Source: an optimization exercise on an open RTL-to-GDS flow (aim: small area, a short achievable clock period and few clock cycles). Production flows keep margins and buffers that such runs may drop.
The RTL was checked by simulation tests, not by an equivalence proof against the original design.
Power and IR drop assume default switching activity.

// matrix_alu
module matrix_alu (
    input wire clk,
    input wire rst_n,
    input wire        start,
    input wire [2:0]  opcode,
    input wire [15:0] scalar_val,
    input wire [1:0]  slot_a_idx,
    input wire [1:0]  slot_b_idx,
    output reg        done,
    output reg        error,
    output reg [1:0]  mem_rd_slot,
    output reg [2:0]  mem_rd_row,
    output reg [2:0]  mem_rd_col,
    input  wire [15:0] mem_rd_data,
    input wire [2:0]  mem_current_m,
    input wire [2:0]  mem_current_n,
    output wire [1:0]  mem_wr_slot,
    output reg [2:0]  mem_wr_row,
    output reg [2:0]  mem_wr_col,
    output reg [15:0] mem_wr_data,
    output reg        mem_wr_we,
    output reg [2:0]  mem_res_m,
    output reg [2:0]  mem_res_n,
    output reg        mem_dim_we
);
Size in the first run: roughly 760 cells after synthesis, roughly 90 I/O pins.
==> flow/config.mk <==
export PLATFORM = sky130hd
export DESIGN_NAME = matrix_alu
export DESIGN_NICKNAME = matrix_alu
export VERILOG_FILES = /design/flow/design.v
export SDC_FILE = /design/flow/constraint.sdc
export NUM_CORES = 4
export LEC_CHECK = 0
export CAP_MARGIN = 20
export CORE_MARGIN = 2
export CORE_UTILIZATION = 60
export CTS_BUF_LIST = sky130_fd_sc_hd__clkbuf_4 sky130_fd_sc_hd__clkbuf_8
export SETUP_SLACK_MARGIN = 5
export SLEW_MARGIN = 20
==> flow/constraint.sdc <==
create_clock -name core_clock -period 8.0 [get_ports {clk}]
set_input_delay 1.6000 -clock core_clock [delete_from_list [all_inputs] [get_ports {clk}]]
set_output_delay 1.6000 -clock core_clock [all_outputs]
set_load 0.01 [all_outputs]
standard.sh (not shown) runs the stock make flow with config.mk's settings and CLKGATE_MAP_FILE= SYNTH_SCRIPT=/design/flow/synth_recipe.tcl, a recipe that flattens the netlist after the stock synthesis.
==> flow/flow/run.sh <==
#!/bin/bash
set -euo pipefail
export BUFFER_PORTS_ARGS="-buffer_cell sky130_fd_sc_hd__buf_1"
bash standard.sh finish > flow_make.log 2>&1
Testbench counts at the start, summed over its fixed seeds: cycles 11,863.
Rerun with:
--- a/flow/design.v
+++ b/flow/design.v
@@ -17,31 +17,29 @@
     input wire [2:0]  mem_current_n,
     output wire [1:0]  mem_wr_slot,
     output reg [2:0]  mem_wr_row,
     output reg [2:0]  mem_wr_col,
     output reg [15:0] mem_wr_data,
     output reg        mem_wr_we,
     output reg [2:0]  mem_res_m,
     output reg [2:0]  mem_res_n,
     output reg        mem_dim_we
 );
     assign mem_wr_slot = 2'd2;
-    reg  [2:0] op_r;
+    wire is_add = (opcode == 3'd0);
+    wire is_sub = (opcode == 3'd1);
+    wire is_mul = (opcode == 3'd2);
+    wire is_sca = (opcode == 3'd3);
+    wire is_tra = (opcode == 3'd4);
     wire bad_op = opcode[2] & (opcode[1] | opcode[0]);
-    wire sca_in = (opcode == 3'd3);
-    wire is_add = (op_r == 3'd0);
-    wire is_sub = (op_r == 3'd1);
-    wire is_mul = (op_r == 3'd2);
-    wire is_sca = (op_r == 3'd3);
-    wire is_tra = (op_r == 3'd4);
-    wire two_ph = ~op_r[2];                     
+    wire two_ph = ~opcode[2];                   
     wire mulsca = is_mul | is_sca;
     reg       s1;          
     reg       rd_act;      
     reg       c1;          
     reg       phb;         
     reg       phbm;        
     reg [2:0] i, j, k;
     reg [2:0] dml, dnl;    
     reg        e1, e2, e_last, e2_last, f_v, e_ew, acc_clr;
     reg [15:0] a_hold, b_cur, cs_s, cs_c;
     reg [3:0]  bo, bt, bn;    
@@ -53,24 +51,23 @@
     wire       rd_now = s1 | rd_act;
     wire [2:0] ma = dml + 3'd1;
     wire [2:0] na = dnl + 3'd1;
     wire mism = c1 & (((is_add | is_sub) & ((mem_current_m != ma) | (mem_current_n != na))) |
                       (is_mul & (mem_current_m != na)));
     wire i_max = s1 ? (mem_current_m == 3'd1) : (i == dml);
     wire k_max = s1 ? (mem_current_n == 3'd1) : (k == dnl);
     wire j_max = c1 ? (mem_current_n == 3'd1) : (j == mem_res_n - 3'd1);
     reg  kill;             
     wire adv    = rd_now & (phb | ~two_ph) & ~kill;
     wire end_rd = adv & i_max & k_max & (~is_mul | j_max);
-    wire nphb_r = rd_now & two_ph & ~kill & ~phb;
-    wire nphb   = nphb_r | (go & sca_in);
+    wire nphb   = (rd_now & two_ph & ~kill & ~phb) | (go & is_sca);
     always @(posedge clk or negedge rst_n) begin
         if (!rst_n) begin
             s1 <= 1'b0; rd_act <= 1'b0; c1 <= 1'b0; phb <= 1'b0; kill <= 1'b0;
             i <= 3'd0; j <= 3'd0; k <= 3'd0;
             e1 <= 1'b0; e2 <= 1'b0; f_v <= 1'b0; e_ew <= 1'b0;
             mem_wr_we <= 1'b0; mem_wr_row <= 3'd0; mem_wr_col <= 3'd0;
             mem_dim_we <= 1'b0;
             done <= 1'b0; error <= 1'b0;
         end else begin
             s1 <= go;
             c1 <= s1 & two_ph;
@@ -310,25 +307,24 @@
     wire t188 = t183 ^ t187;
     wire [15:0] cs_s_n = {t188, t175, t167, t159, t151, t143, t135, t127, t119, t111, t105, t99, t95, t92, t89, t0};
     wire [15:0] cs_c_n = {1'b0, t182, t174, t166, t158, t150, t142, t134, t126, t118, t110, t104, t98, t94, t90, t88};
     always @(posedge clk) begin
         if (s1) begin
             dml <= mem_current_m - 3'd1;
             dnl <= mem_current_n - 3'd1;
             mem_res_m <= is_tra ? mem_current_n : mem_current_m;
             mem_res_n <= is_tra ? mem_current_m : mem_current_n;
         end
         if (c1 & is_mul) mem_res_n <= mem_current_n;
-        op_r <= opcode;
-        phbm <= nphb_r & is_mul;
-        mem_rd_slot <= (nphb_r & ~is_sca) ? slot_b_idx : slot_a_idx;
+        phbm <= nphb & is_mul;
+        mem_rd_slot <= (nphb & ~is_sca) ? slot_b_idx : slot_a_idx;
         acc_clr <= mulsca ? (adv & (~is_mul | (k == 3'd0))) : (~two_ph | ~phb);
         e_last  <= ~is_mul | k_max;
         e2_last <= e_last;
     end
     always @(posedge clk) begin
         if (rd_now & is_mul & ~phb)
             a_hold <= mem_rd_data;
         b_cur <= (phb | ~mulsca) ? mem_rd_data : {b_cur[7:0], 8'd0};
         for (d = 0; d < 4; d = d + 1) begin
             bo[d] <= bsrc[2*d+1] ^ bsrc[2*d];
             bt[d] <= (bsrc[2*d+2] & ~bsrc[2*d+1] & ~bsrc[2*d]) | (~bsrc[2*d+2] & bsrc[2*d+1] & bsrc[2*d]);
Effect:
- The changed run finished clean
- via count increases by 3.5%
- cell area increases by 0.56%
- first-iteration DRC count increases by about 1.3%
- core utilization increases by 0.38 points
- critical path depth increases by 7
- sequential power barely changes
- die area increases by about 0.7%
Testbench counts after the change, summed over its fixed seeds: cycles 11,863.

== raven ==
Another version of the RTL of matrix_alu (not shown whole).
For scale: about 770 cells after synthesis, about 140 flip-flops, about 90 I/O pins.
export LEC_CHECK = 0
export CAP_MARGIN = 20
export CORE_MARGIN = 2
export CORE_UTILIZATION = 40
export SETUP_SLACK_MARGIN = 5
export SLEW_MARGIN = 20
create_clock -name core_clock -period 8.0 [get_ports {clk}]
run.sh (not shown) runs the stock make flow with config.mk's settings and CLKGATE_MAP_FILE= SYNTH_SCRIPT=/design/flow/synth_recipe.tcl, a recipe that flattens the netlist after the stock synthesis.
Stock flow here: none of the scripts above is used.
raven ran to completion and came out clean on the timing, design-rule and antenna checks.
Testbench counts of raven, summed over its fixed seeds: cycles 11,863.
Edits applied to the flow inputs when going from raven to maple:
-- flow/design.v --
<<< raven, line 41
    reg [2:0] i, j, k;
    reg [2:0] dma, dna;    
    reg        e1, e2, e_last, e2_last, f_v, e_ew, acc_clr;
    reg [15:0] a_hold, b_cur, cs_s, cs_c;
    reg [3:0]  bo, bt, bn;    
>>> maple, line 41
    reg [2:0] i, j, k;
    reg [2:0] dma, dna;    
    reg        e1, e2, e_first, e_last, e2_last, f_v, e_ew;
    reg [15:0] a_hold, b_cur, cs_s, cs_c;
    reg [3:0]  bo, bt, bn;    
<<< raven, line 58
    wire k_max = (k == na_e - 3'd1);
    wire j_max = (j == nb_e - 3'd1);
    reg  kill;             
    wire adv    = rd_now & (phb | ~two_ph) & ~kill;
    wire end_rd = adv & i_max & k_max & (~is_mul | j_max);
    wire nphb   = (rd_now & two_ph & ~kill & ~phb) | (go & is_sca);
    always @(posedge clk or negedge rst_n) begin
        if (!rst_n) begin
            s1 <= 1'b0; rd_act <= 1'b0; c1 <= 1'b0; phb <= 1'b0; kill <= 1'b0;
            i <= 3'd0; j <= 3'd0; k <= 3'd0;
            e1 <= 1'b0; e2 <= 1'b0; f_v <= 1'b0; e_ew <= 1'b0;
>>> maple, line 58
    wire k_max = (k == na_e - 3'd1);
    wire j_max = (j == nb_e - 3'd1);
    wire adv    = rd_now & (phb | ~two_ph) & ~mism;
    wire end_rd = adv & i_max & k_max & (~is_mul | j_max);
    wire nphb   = (rd_now & two_ph & ~mism & ~phb) | (go & is_sca);
    always @(posedge clk or negedge rst_n) begin
        if (!rst_n) begin
            s1 <= 1'b0; rd_act <= 1'b0; c1 <= 1'b0; phb <= 1'b0;
            i <= 3'd0; j <= 3'd0; k <= 3'd0;
            e1 <= 1'b0; e2 <= 1'b0; f_v <= 1'b0; e_ew <= 1'b0;
<<< raven, line 73
            s1 <= go;
            c1 <= s1 & two_ph;
            kill <= mism;
            if (kill | end_rd) rd_act <= 1'b0;
            else if (rd_now) rd_act <= 1'b1;
            phb  <= nphb;
            if (kill) begin
                i <= 3'd0; j <= 3'd0; k <= 3'd0;
            end else if (adv) begin
                if (is_tra) begin
                    if (i_max) begin
>>> maple, line 72
            s1 <= go;
            c1 <= s1 & two_ph;
            if (mism | end_rd) rd_act <= 1'b0;
            else if (rd_now) rd_act <= 1'b1;
            phb  <= nphb;
            if (adv) begin
                if (is_tra) begin
                    if (i_max) begin
<<< raven, line 94
            end
            e1      <= adv & mulsca;
            e2      <= e1 & ~kill;
            f_v     <= (e_ew & ~kill) | (e2 & e2_last);
            e_ew    <= adv & ~mulsca;
            mem_wr_we <= f_v;
            done <= 1'b0;
            if (mem_wr_we) begin
>>> maple, line 90
            end
            e1      <= adv & mulsca;
            e2      <= e1;
            f_v     <= e2 & e2_last;
            e_ew    <= adv & ~mulsca;
            mem_wr_we <= e_ew | f_v;
            done <= 1'b0;
            if (mem_wr_we) begin
<<< raven, line 113
        end
    end
    wire [8:0] bsrc = ~mulsca ? ((is_sub & phb) ? 9'b111111110 : 9'b000000010) :
                      phb ? {a_hold[7:0], 1'b0} : a_hold[15:7];
    integer d;
    wire acc_en = ~acc_clr;
    wire t0 = (bo[0] & b_cur[0]) ^ bn[0];
    wire t1 = ((bo[0] & b_cur[1]) | (bt[0] & b_cur[0])) ^ bn[0];
>>> maple, line 109
        end
    end
    wire [8:0] bsrc = phb ? {a_hold[7:0], 1'b0} : a_hold[15:7];
    integer d;
    wire acc_en = ~(e1 & e_first);
    wire t0 = (bo[0] & b_cur[0]) ^ bn[0];
    wire t1 = ((bo[0] & b_cur[1]) | (bt[0] & b_cur[0])) ^ bn[0];
<<< raven, line 318
        phbm <= nphb & is_mul;
        mem_rd_slot <= (nphb & ~is_sca) ? slot_b_idx : slot_a_idx;
        acc_clr <= mulsca ? (adv & (~is_mul | (k == 3'd0))) : (~two_ph | ~phb);
        e_last  <= ~is_mul | k_max;
        e2_last <= e_last;
    end
    always @(posedge clk) begin
        if (start | (rd_now & is_mul & ~phb))
            a_hold <= is_sca ? scalar_val : mem_rd_data;
        b_cur <= (phb | ~mulsca) ? mem_rd_data : {b_cur[7:0], 8'd0};
        for (d = 0; d < 4; d = d + 1) begin
            bo[d] <= bsrc[2*d+1] ^ bsrc[2*d];
>>> maple, line 313
        phbm <= nphb & is_mul;
        mem_rd_slot <= (nphb & ~is_sca) ? slot_b_idx : slot_a_idx;
        e_first <= ~is_mul | (k == 3'd0);
        e_last  <= ~is_mul | k_max;
        e2_last <= e_last;
    end
    always @(posedge clk) begin
        if (start | (rd_now & two_ph & ~phb & ~is_sca))
            a_hold <= is_sca ? scalar_val : mem_rd_data;
        b_cur <= (phb | ~two_ph) ? mem_rd_data : {b_cur[7:0], 8'd0};
        for (d = 0; d < 4; d = d + 1) begin
            bo[d] <= bsrc[2*d+1] ^ bsrc[2*d];
<<< raven, line 333
        cs_s <= cs_s_n;
        cs_c <= cs_c_n;
        mem_wr_data <= cs_s + cs_c;
    end
endmodule
>>> maple, line 328
        cs_s <= cs_s_n;
        cs_c <= cs_c_n;
        if (mulsca)      mem_wr_data <= cs_s + cs_c;
        else if (is_add) mem_wr_data <= a_hold + b_cur;
        else if (is_sub) mem_wr_data <= a_hold - b_cur;
        else             mem_wr_data <= b_cur;
    end
endmodule
### Flow results
- Measured against each other, maple and raven differ in combined global-route utilization of all metal layers, the lower figure coming from raven.
- [compare] base=raven new=maple: met3 wire length saw an increase; combinational power saw an increase.
- Synthesis left maple with fewer flip-flops than raven.
- According to the power report, total power for maple is higher than for raven.
- Compared with raven, in maple combinational fraction of design power higher; routed wire length higher.
- Relative to raven, number of instances in the synthesized netlist has increased by 26% in maple.
- Core outline area (maple / raven): 1.15
- The clock latency on the worst-skew pair of maple exceeds that of raven by 0.02 ns.
- Fmax: maple vs raven, no meaningful difference
- The relative slew slack in maple sits 2.9 points above the value recorded for raven.
- As of maple, final cell count had risen by more than 10% compared to raven.
Testbench counts of maple, summed over its fixed seeds: cycles 11,568.

-- afterwards: timing with drivers on the ports --
The results above use ideal ports. As a check the final layouts listed here were re-extracted and re-timed, cells and wires unchanged.
Step 1: set_driving_cell puts a clkbuf_16 on clk and a buf_2 on each other input, an assumption about the parent block.
Step 2, shift: input delay + t, output delay - t, t = (earliest + latest rising clock arrival at the registers) / 2. This alone moves slack from input paths to output paths.
Slacks: ideal / step 1 / step 2; pairs: ideal / step 1.
run | t, ns | slack for setup (ns) | clock arrival spread, ns | worst register clock-pin slew, ns
the first run of note 1 | 0.486 | 5.057 / 5.018 / 4.716 | 0.014 / 0.014 | 0.09 / 0.09
the second run of note 1 | 0.479 | 5.051 / 5.035 / 4.681 | 0.009 / 0.009 | 0.09 / 0.09
raven | 0.461 | 4.944 / 4.940 / 4.479 | 0.008 / 0.008 | 0.06 / 0.06
maple | 0.477 | 4.935 / 4.942 / 4.465 | 0.013 / 0.014 | 0.07 / 0.07
After both steps setup and hold are still met in every run listed. For maple, which loses most, drivers alone change the setup slack by +0.007 ns; drivers and shift together by -0.470 ns.
